Source: an optimization exercise on an open RTL-to-GDS flow (aim: small area and a short achievable clock period). Production flows keep margins and buffers that such runs may drop. The RTL was checked by simulation tests, not by an equivalence proof against the original design. Power and IR drop assume default switching activity.

run A:
// sigmoid
module sigmoid(
	input wire clk,
	input wire reset,
	input wire enable,
	input wire [17:0] x1,
	output reg [15:0] fixed_op
	);
Size: about 420 cells after synthesis, roughly 14 flip-flops, roughly 37 I/O pins, about 3000 sq um of cells after synthesis.
==> flow/config.mk <==
export PLATFORM = sky130hd
export DESIGN_NAME = sigmoid
export DESIGN_NICKNAME = sigmoid
export VERILOG_FILES = /design/flow/design.v
export SDC_FILE = /design/flow/constraint.sdc
export NUM_CORES = 4
export LEC_CHECK = 0
export ABC_AREA = 1
export CAP_MARGIN = 20
export CORE_MARGIN = 2
export CORE_UTILIZATION = 60
export CTS_BUF_LIST = sky130_fd_sc_hd__clkbuf_4
export SLEW_MARGIN = 60
export SYNTH_HIERARCHICAL = 1
==> flow/constraint.sdc <==
create_clock -name core_clock -period 14.0 [get_ports {clk}]
set_input_delay 2.8000 -clock core_clock [delete_from_list [all_inputs] [get_ports {clk}]]
set_output_delay 2.8000 -clock core_clock [all_outputs]
set_load 0.01 [all_outputs]
standard.sh (not shown) runs the stock make flow with config.mk's settings and CLKGATE_MAP_FILE= SYNTH_SCRIPT=/design/flow/synth_recipe.tcl, a recipe that flattens the netlist after the stock synthesis.
==> flow/flow/run.sh <==
#!/bin/bash
# The standard layout, with two changes:
#  - plain buffers (buf_1) on the ports instead of the default delay-cell buffers;
#  - synthesis runs flow/synth.tcl: synth_recipe.tcl unchanged except that the
#    two-input XOR cells (module sigmoid_xor) are mapped by ABC with an
#    area-only script (flow/xor_area.abc), so they become xor2 cells.
# The make output goes to standard.log; ORFS keeps each step's log under orfs/logs/.
set -euo pipefail
F=$(pwd)/flow
bash standard.sh SYNTH_SCRIPT=$F/synth.tcl MY_XOR_ABC_SCRIPT=$F/xor_area.abc MY_TOP_ABC_SCRIPT=$F/top.abc \
  BUFFER_PORTS_ARGS="-buffer_cell sky130_fd_sc_hd__buf_1" finish > standard.log 2>&1
==> flow/flow/synth.tcl <==
proc synth {args} { yosys synth -nofsm -noshare {*}$args }
# Map the XOR cells' module with an area-only ABC script; everything else
# with the flow's own ABC script.
proc abc {args} {
  set mod_args $args
  set i [lsearch -exact $mod_args -script]
  lset mod_args [expr {$i + 1}] $::env(MY_XOR_ABC_SCRIPT)
  yosys select sigmoid_xor
  yosys abc {*}$mod_args
  yosys select * sigmoid_xor %d
  set top_args $args
  if {[info exists ::env(MY_TOP_ABC_SCRIPT)]} { lset top_args [expr {$i + 1}] $::env(MY_TOP_ABC_SCRIPT) }
  yosys abc {*}$top_args
  yosys select -clear
}
source $::env(SCRIPTS_DIR)/synth.tcl
# left out here: clear keep_hierarchy, flatten, clean up, hide names made inside functions, write 1_2_yosys.v
==> flow/flow/top.abc <==
strash
dch
map -B 0.9
topo
stime -c
upsize -c
dnsize -c
==> flow/flow/xor_area.abc <==
strash
map -a
Run A finished all stages; the layout is clean.
Changes in run B relative to run A:
- SLEW_MARGIN changed from 60 to 85
==> flow/flow/run.sh <==
#!/bin/bash
# The standard layout, with plain buffers (buf_1) on the ports instead of the
# default delay-cell buffers.  The make output goes to standard.log; ORFS keeps
# each step's log under orfs/logs/.
set -euo pipefail
bash standard.sh BUFFER_PORTS_ARGS="-buffer_cell sky130_fd_sc_hd__buf_1" finish > standard.log 2>&1
removed: flow/flow/synth.tcl
removed: flow/flow/top.abc
removed: flow/flow/xor_area.abc
## What came out
Going from run A to run B, routed metal-1 wire length rose about 7%; final area +16%; synthesized area now sits higher; internal power +about 0.9%.
Relative to run B, the following input files were edited for run C:
- a change of SLEW_MARGIN from 85 to 60
- a change of CAP_MARGIN from 20 to 60
==> flow/flow/run.sh <==
#!/bin/bash
# The standard layout, with two changes:
#  - plain buffers (buf_1) on the ports instead of the default delay-cell buffers;
#  - synthesis runs flow/synth.tcl: synth_recipe.tcl unchanged except that the
#    two-input XOR cells (module sigmoid_xor) are mapped by ABC with an
#    area-only script (flow/xor_area.abc), so they become xor2 cells.
# The make output goes to standard.log; ORFS keeps each step's log under orfs/logs/.
set -euo pipefail
F=$(pwd)/flow
bash standard.sh SYNTH_SCRIPT=$F/synth.tcl MY_XOR_ABC_SCRIPT=$F/xor_area.abc \
  BUFFER_PORTS_ARGS="-buffer_cell sky130_fd_sc_hd__buf_1" finish > standard.log 2>&1
==> flow/flow/synth.tcl (new file) <==
proc synth {args} { yosys synth -nofsm -noshare {*}$args }
# synth_recipe.tcl, except that ABC maps the XOR cells (module sigmoid_xor)
# with an area-only script and everything else with the flow's own script.
proc abc {args} {
  set mod_args $args
  set i [lsearch -exact $mod_args -script]
  lset mod_args [expr {$i + 1}] $::env(MY_XOR_ABC_SCRIPT)
  yosys select sigmoid_xor
  yosys abc {*}$mod_args
  yosys select * sigmoid_xor %d
  yosys abc {*}$args
  yosys select -clear
}
source $::env(SCRIPTS_DIR)/synth.tcl
# left out here: clear keep_hierarchy, flatten, clean up, hide names made inside functions, write 1_2_yosys.v
==> flow/flow/xor_area.abc (new file) <==
strash
map -a
Notes after the runs:
Run C vs run B: total power consumption of the routed design down by a few percent. Comparing routed wire length on met3 for run C and run B, the bigger number came from run C. Run B was routed with more vias than run C. Layout buffer count excluding clock buffers: run C vs run B down 31%.
Inputs modified between run C and run D:
- a change of CAP_MARGIN from 60 to 20
- a change of SLEW_MARGIN from 60 to 70
==> flow/flow/run.sh <==
#!/bin/bash
# The standard layout, with plain buffers (buf_1) on the ports instead of the
# default delay-cell buffers.  The make output goes to standard.log; ORFS keeps
# each step's log under orfs/logs/.
set -euo pipefail
bash standard.sh BUFFER_PORTS_ARGS="-buffer_cell sky130_fd_sc_hd__buf_1" finish > standard.log 2>&1
removed: flow/flow/synth.tcl
removed: flow/flow/xor_area.abc
[summary]
Compared with run C, run D shows a effective utilization at floorplan that is 0.98 points lower. Clock power in run D is about 3% lower than in run C. Looking at detailed-routed wire length on met3, run D sits above run C. Per the comparison of run D with run C, area of the die now larger, setup slack up 0.084 ns, hold slack barely changed, total power shows no meaningful change, via count went up by about 8%. Compared with run C, run D shows a routing usage on met1 that is 3.1 points lower. Higher switching share of total power among run C and run D: run D.

afterwards: timing with drivers on the ports:
In the flow no input, the clock included, has a driving cell. The finished layouts below were timed again as built, in two steps. Step 1, drivers: a clkbuf_16 drives clk and a buf_2 each remaining input, both assumed. Step 2 moves the port delays by t, midway between the first and last clock arrival at a register: inputs arrive t later, outputs are due t later. That takes back most of the time a late clock gives input paths. Slacks: ideal / step 1 / step 2; pairs: ideal / step 1.
| run | shift t [ns] | setup WS [ns] | worst setup path at the end | slew at the worst register clock pin (ns) | worst slew at a driven data input, ns |
|---|---|---|---|---|---|
| run A | 0.298 | 6.906 / 6.906 / 6.608 | input to register | 0.08 / 0.08 | 0.03 |
| run B | 0.301 | 5.483 / 5.480 / 5.179 | input to register | 0.09 / 0.09 | 0.05 |
| run C | 0.296 | 6.804 / 6.798 / 6.502 | input to register | 0.09 / 0.09 | 0.03 |
| run D | 0.295 | 6.889 / 6.882 / 6.587 | input to register | 0.08 / 0.08 | 0.03 |
After both steps every run listed still meets setup and hold. The setup slack of run B, which loses most, moves by -0.003 ns with the drivers and by -0.304 ns with both steps.
